From an optimization exercise on the open Yosys and OpenROAD flow, aimed at small area; shortcuts taken in it are not production practice. Where RTL was checked, it was by simulation tests only, not by an equivalence proof against the original. Power is estimated from default activity; no workload was simulated.

==> module button_jitter, before the edit <==
module button_jitter(
    input clk,
    input rst,
    input but_in,
    output but_edge
);
localparam [16:0] P = 17'h12492;
reg r0, c, o, e0, e1;    
reg [16:0] s;
wire z = ~|s[15:0];
wire hit = z & ~s[16];
always @(posedge clk) begin
    if (rst) begin
        r0 <= 1'b0;
        c <= 1'b0;
        o <= 1'b0;
        e0 <= 1'b0;
        e1 <= 1'b0;
    end else begin
        r0 <= but_in;
        c <= but_in ^ r0;
        if (hit) o <= r0;
        e0 <= o;
        e1 <= e0;
    end
    s <= (rst || c) ? P : {s[15:0], s[16] ^ s[13] ^ z};
end
assign but_edge = e0 & ~e1;
endmodule
clock: 90.0 ns
lec_check: 0
abc_area: 1
cap_margin: 20
core_margin: 2
core_utilization: 65
cts_cluster_diameter: 100
cts_cluster_size: 28
place_density: 0.75
slew_margin: 20
standard.sh (not shown) runs the stock make flow with config.mk's settings and CLKGATE_MAP_FILE= SYNTH_SCRIPT=/design/flow/synth_recipe.tcl, a recipe that flattens the netlist after the stock synthesis.
==> flow/flow/run.sh <==
#!/bin/bash
# The standard layout (the standard.sh: its synthesis, floorplan, placement,
# CTS and routing), except that the port buffers use the smallest buffer cell
# instead of the one buffer_ports picks, and CTS inserts no dummy loads. Each
# tool's output is in orfs/logs/; standard.sh's own output goes to standard.log.
set -e
export BUFFER_PORTS_ARGS="-buffer_cell sky130_fd_sc_hd__buf_1"
export CTS_ARGS="-sink_clustering_enable -repair_clock_nets -sink_clustering_size 28 -sink_clustering_max_diameter 100 -dont_use_dummy_load"
bash standard.sh > standard.log 2>&1
Edit:
--- a/flow/design.v
+++ b/flow/design.v
@@ -34,5 +34,5 @@
 );
 localparam [16:0] P = 17'h12492;
-reg r0, c, o, e0, e1;    
+reg r0, r1, o, e0, e1;
 reg [16:0] s;
 wire z = ~|s[15:0];
@@ -41,5 +41,6 @@
     if (rst) begin
         r0 <= 1'b0;
-        c <= 1'b0;
+        r1 <= 1'b0;
+        s <= P;
         o <= 1'b0;
         e0 <= 1'b0;
@@ -47,10 +48,10 @@
     end else begin
         r0 <= but_in;
-        c <= but_in ^ r0;
+        r1 <= r0;
+        s <= (r0 ^ r1) ? P : {s[15:0], s[16] ^ s[13] ^ z};
         if (hit) o <= r0;
         e0 <= o;
         e1 <= e0;
     end
-    s <= (rst || c) ? P : {s[15:0], s[16] ^ s[13] ^ z};
 end
 assign but_edge = e0 & ~e1;
Via count is lower by 1.1%.
Design area barely changes.
Wire length came out lower by 4.6%.
Global-route usage decreases by 1.4 points.
Hold slack degrades by 0.047 ns.
Cell count hardly moves.
The RTL of the first run of this note was laid out without a check of its function.

========
Starting RTL as in the previous note.
// top_module
module top_module(
    input clk,
    input rst,
    input[23:0] sw,
    input[4:0] bt,
    input[3:0] row,
    output[3:0] col,
    output reg[7:0] seg_out,
    output reg[7:0] seg_en,
    output reg[23:0] led,
    output reg buzzer
);
make LEC_CHECK=0 ABC_AREA=1 CAP_MARGIN=20 CORE_MARGIN=2 CORE_UTILIZATION=65 CTS_CLUSTER_DIAMETER=100 CTS_CLUSTER_SIZE=28 PLACE_DENSITY=0.75 SLEW_MARGIN=20 finish   # period 90.0 ns
run.sh (not shown) runs the stock make flow with config.mk's settings and CLKGATE_MAP_FILE= SYNTH_SCRIPT=/design/flow/synth_recipe.tcl, a recipe that flattens the netlist after the stock synthesis.
Stock flow here: none of the scripts above is used.
Then changed:
--- a/flow/design.v
+++ b/flow/design.v
@@ -30,31 +30,32 @@
     input clk,
     input rst,
     input but_in,
     output but_edge
 );
 localparam [16:0] P = 17'h12492;
-reg r0, c, o, e0, e1;    
+reg r0, r1, o, e0, e1;
 reg [16:0] s;
 wire z = ~|s[15:0];
 wire hit = z & ~s[16];
 always @(posedge clk) begin
     if (rst) begin
         r0 <= 1'b0;
-        c <= 1'b0;
+        r1 <= 1'b0;
+        s <= P;
         o <= 1'b0;
         e0 <= 1'b0;
         e1 <= 1'b0;
     end else begin
         r0 <= but_in;
-        c <= but_in ^ r0;
+        r1 <= r0;
+        s <= (r0 ^ r1) ? P : {s[15:0], s[16] ^ s[13] ^ z};
         if (hit) o <= r0;
         e0 <= o;
         e1 <= e0;
     end
-    s <= (rst || c) ? P : {s[15:0], s[16] ^ s[13] ^ z};
 end
 assign but_edge = e0 & ~e1;
 endmodule
 module key_scanner(
     input clk,
     input rst,
Effect: The changed run completed without violations. Final area came out lower by about 0.4%. Cell count barely changes. Total power decreases by about 0.45%. Flip-flop and latch count does not change. Maximum frequency fell by about 0.8%. Setup slack loses 0.16 ns. Routed wire length decreases by about 1.8%.
No functional check of the RTL was part of the first run of this note.

========
## alpha
top_module, a different RTL version from the one above (not shown whole).
Size: about 670 flip-flops, ~33,000 µm² of cells after synthesis.
// top_module
module top_module(
    input clk,
    input rst,
    input[23:0] sw,
    input[4:0] bt,
    input[3:0] row,
    output[3:0] col,
    output reg[7:0] seg_out,
    output reg[7:0] seg_en,
    output reg[23:0] led,
    output reg buzzer
);
wire [15:0] ke;
key_scanner ks(clk, rst, row, col, ke);
wire right_e, left_e, up_e, down_e;
button_jitter b0(clk, rst, bt[0], right_e);
button_jitter b1(clk, rst, bt[1], left_e);
button_jitter b2(clk, rst, bt[2], up_e);
button_jitter b4(clk, rst, bt[4], down_e);
reg [4:0] glo;
reg [5:0] ghi;
always @(posedge clk) begin
    if (rst) begin
        glo <= 5'd0;
        ghi <= 6'd0;
    end else begin
        glo <= glo + 5'd1;
        if (&glo) ghi <= (ghi == 6'd49) ? 6'd0 : ghi + 6'd1;
    end
end
wire seg_tick = glo == 5'd24;
wire ms_edge = glo[3:0] == 4'd9;
wire ms100_edge = (ghi == 6'd24) && (glo == 5'd25);
reg [2:0] view;
wire v0 = view == 3'd0;
wire v1 = view == 3'd1;
wire v2 = view == 3'd2;
wire v3 = view == 3'd3;
wire v4 = view == 3'd4;
reg [2:0] winner;
always @(posedge clk) begin
    if (rst || (v1 && ke[15]) || (v2 && ke[15]))
        view <= 3'd0;
    else if ((v0 && ke[15]) || (v3 && ke[12]) || (v4 && ke[13]))
        view <= 3'd1;
    else if (v1 && winner != 3'd0)
        view <= 3'd2;
    else if (v1 && ke[12])
        view <= 3'd3;
    else if (v1 && ke[13])
        view <= 3'd4;
end
reg [2:0] sst;           
reg schg;                
reg cursor;              
reg pc2, pc0;            
reg [3:0] qc;            
reg [3:0] at_t, at_o;    
reg [3:0] ws_t, ws_o;    
reg [3:0] ss, fs;        
wire [2:0] pc = {pc2, ~pc2, pc0};
reg dig_ok;              
reg [3:0] dig;
reg d19_ok;              
reg [3:0] dig19;
integer k;
always @(*) begin
    dig_ok = 1'b0;
    dig = 4'd0;
    for (k = 0; k < 10; k = k + 1)
        if (ke[9:0] == (10'd1 << k)) begin
            dig_ok = 1'b1;
            dig = k;
  ...
Settings: LEC_CHECK=0, ABC_AREA=1, CAP_MARGIN=20, CORE_MARGIN=2, CORE_UTILIZATION=60, PLACE_DENSITY=0.75, SLEW_MARGIN=20; clock period 90.0 ns.
alpha: all stages complete, timing, DRC and antenna checks passed
Relative to alpha, the following input files were edited for beta:
--- a/flow/design.v
+++ b/flow/design.v
@@ -426,25 +426,25 @@
                 else if (d19_ok) fs <= dig19;
             end
             default: ;
         endcase
     end
 end
 wire crst = rst || v0;
 reg [3:0] pcnt;          
 reg [1:0] cst;           
 reg [2:0] sel;           
 reg [3:0] sc_t [1:4];    
 reg [3:0] sc_o [1:4];
-reg [3:0] qres [1:9];    
+reg [3:0] qres [0:8];    
 reg [3:0] cms;           
 reg clock_end;
 reg [3:0] tr_t, tr_o;    
 reg [9:0] tr_ms;         
 wire c_ms_rise = cms == 4'd7;
 wire [7:0] s1 = {sc_t[1], sc_o[1]};
 wire [7:0] s2 = {sc_t[2], sc_o[2]};
 wire [7:0] s3 = {sc_t[3], sc_o[3]};
 wire [7:0] s4 = {sc_t[4], sc_o[4]};
 wire [7:0] wsb = {ws_t, ws_o};
 wire [2:0] best = (s1 >= s2 && s1 >= s3 && s1 >= s4) ? 3'd1 :
                   (s2 >= s3 && s2 >= s4) ? 3'd2 :
@@ -471,24 +471,26 @@
 wire [1:0] gcode = grade == 3'b100 ? 2'd1 : grade == 3'b010 ? 2'd2 : 2'd3;
 integer j;
 always @(posedge clk) begin
     if (crst) begin
         pcnt <= 4'd0;
         cst <= 2'd0;
         sel <= 3'd0;
         winner <= 3'd0;
         for (j = 1; j <= 4; j = j + 1) begin
             sc_t[j] <= 4'd0;
             sc_o[j] <= 4'd0;
         end
+        for (j = 0; j < 9; j = j + 1)
+            qres[j] <= 4'd0;
     end else if (v1) begin
         case (cst)
             2'd0: begin
                 if (ke[14]) begin
                     if (pcnt == qc)
                         winner <= best;
                     else if (s1 >= wsb)
                         winner <= 3'd1;
                     else if (s2 >= wsb)
                         winner <= 3'd2;
                     else if (s3 >= wsb)
                         winner <= 3'd3;
@@ -509,46 +511,39 @@
                 case (ke[4:1])
                     4'b1000: if (pc2) begin sel <= 3'd4; cst <= 2'd2; end
                     4'b0100: if (pc2 || pc0) begin sel <= 3'd3; cst <= 2'd2; end
                     4'b0010: begin sel <= 3'd2; cst <= 2'd2; end
                     4'b0001: begin sel <= 3'd1; cst <= 2'd2; end
                     default: ;
                 endcase
             end
             2'd2: begin
                 if (g_ok) begin
                     cst <= 2'd0;
                     if (sel >= 3'd1 && sel <= 3'd4) begin
+                        qres[pcnt - 4'd1] <= {sel[1:0] - 2'd1, gcode};
                         if (grade == 3'b100) begin
                             sc_t[sel] <= up_t;
                             sc_o[sel] <= up_o;
                         end else if (grade == 3'b010) begin
                             sc_t[sel] <= dn_t;
                             sc_o[sel] <= dn_o;
                         end
                     end
                 end
             end
             default: ;
         endcase
     end
 end
-wire q_we = v1 && cst == 2'd2 && g_ok && sel != 3'd0 && sel <= 3'd4;
-always @(posedge clk) begin
-    for (j = 1; j <= 9; j = j + 1)
-        if (crst)
-            qres[j] <= 4'd0;
-        else if (q_we && pcnt == j)
-            qres[j] <= {sel[1:0] - 2'd1, gcode};
-end
 always @(posedge clk) begin
     if (crst)
         cms <= 4'd0;
     else
         cms <= cms + 4'd1;
 end
 wire tr_zero = tr_t == 4'd0 && tr_o == 4'd0 && tr_ms == 10'd0;
 wire tr_ten = tr_t == 4'd0 && tr_o == 4'd0 && tr_ms == 10'd10;
 always @(posedge clk) begin
     if (crst) begin
         tr_t <= 4'd0;
         tr_o <= 4'd0;
@@ -755,39 +750,25 @@
     endcase
 end
 reg [3:0] sh_t, sh_o;
 always @(*) begin
     case (pidx)
         3'd1: begin sh_t = sc_t[1]; sh_o = sc_o[1]; end
         3'd2: begin sh_t = sc_t[2]; sh_o = sc_o[2]; end
         3'd3: begin sh_t = sc_t[3]; sh_o = sc_o[3]; end
         3'd4: begin sh_t = sc_t[4]; sh_o = sc_o[4]; end
         default: begin sh_t = 4'd0; sh_o = 4'd0; end
     endcase
 end
-reg [3:0] qe;
-always @(*) begin
-    case (qst)
-        4'd1: qe = qres[1];
-        4'd2: qe = qres[2];
-        4'd3: qe = qres[3];
-        4'd4: qe = qres[4];
-        4'd5: qe = qres[5];
-        4'd6: qe = qres[6];
-        4'd7: qe = qres[7];
-        4'd8: qe = qres[8];
-        4'd9: qe = qres[9];
-        default: qe = 4'd0;
-    endcase
-end
+wire [3:0] qe = (qst >= 4'd1 && qst <= 4'd9) ? qres[qst - 4'd1] : 4'd0;
 reg blank, sp_p, sp_q;
 reg [3:0] nib;
 wire [2:0] dp = vp[2:0];
 always @(*) begin
     blank = 1'b1;
     sp_p = 1'b0;
     sp_q = 1'b0;
     nib = 4'd0;
     case (view)
         3'd0: begin
             case (dp)
                 3'd0: begin blank = 1'b0; nib = 4'd5; end
Higher compound-gate portion of the synthesized area was reported by alpha, not beta.
beta: met3 routing resource usage after global routing 0.52 points below alpha
Going from alpha to beta, met1 layer wirelength in the final routing grew by a few percent.
Diff alpha -> beta: number of synthesized flops with an enable pin higher, number of global-route vias before repair saw an increase, total detailed-routing wirelength increased about 4.5%, maximum frequency closely matched the old numbers, wire length of the first global-routing pass rose by 3.5%.
Area of the mapped netlist (beta over alpha): increase, about 4.7%
No functional check of the RTL was part of alpha.

==> afterwards: timing with drivers on the ports <==
The results above use ideal ports. As a check the final layouts listed here were re-extracted and re-timed, cells and wires unchanged.
Step 1 sets driving cells, clkbuf_16 on the clock port and buf_2 on the other inputs (assumed; they add their load-dependent delay and slew).
Step 2 moves the port delays by t, midway between the first and last clock arrival at a register: inputs arrive t later, outputs are due t later. That takes back most of the time a late clock gives input paths.
a / b / c = ideal / step 1 / step 2; a / b = the first two.
| run | t (ns) | setup slack, ns | hold slack, ns | worst setup path at the end |
|---|---|---|---|---|
| the first run of note 1 | 0.672 | 69.454 / 69.398 / 69.087 | 0.349 / 0.349 / 0.349 | input to register |
| the second run of note 1 | 0.665 | 69.302 / 69.240 / 69.378 | 0.302 / 0.302 / 0.302 | input to register |
| the first run of note 2 | 0.677 | 68.941 / 68.880 / 69.122 | 0.338 / 0.338 / 0.338 | input to register |
| the second run of note 2 | 0.679 | 68.777 / 68.712 / 69.391 | 0.337 / 0.337 / 0.337 | register to output |
| alpha | 0.670 | 68.923 / 68.861 / 69.144 | 0.419 / 0.419 / 0.419 | input to register |
| beta | 0.676 | 68.956 / 68.891 / 69.279 | 0.415 / 0.415 / 0.415 | input to register |
After both steps every run listed still meets setup and hold. The setup slack of the first run of note 1, which loses most, moves by -0.056 ns with the drivers and by -0.367 ns with both steps.
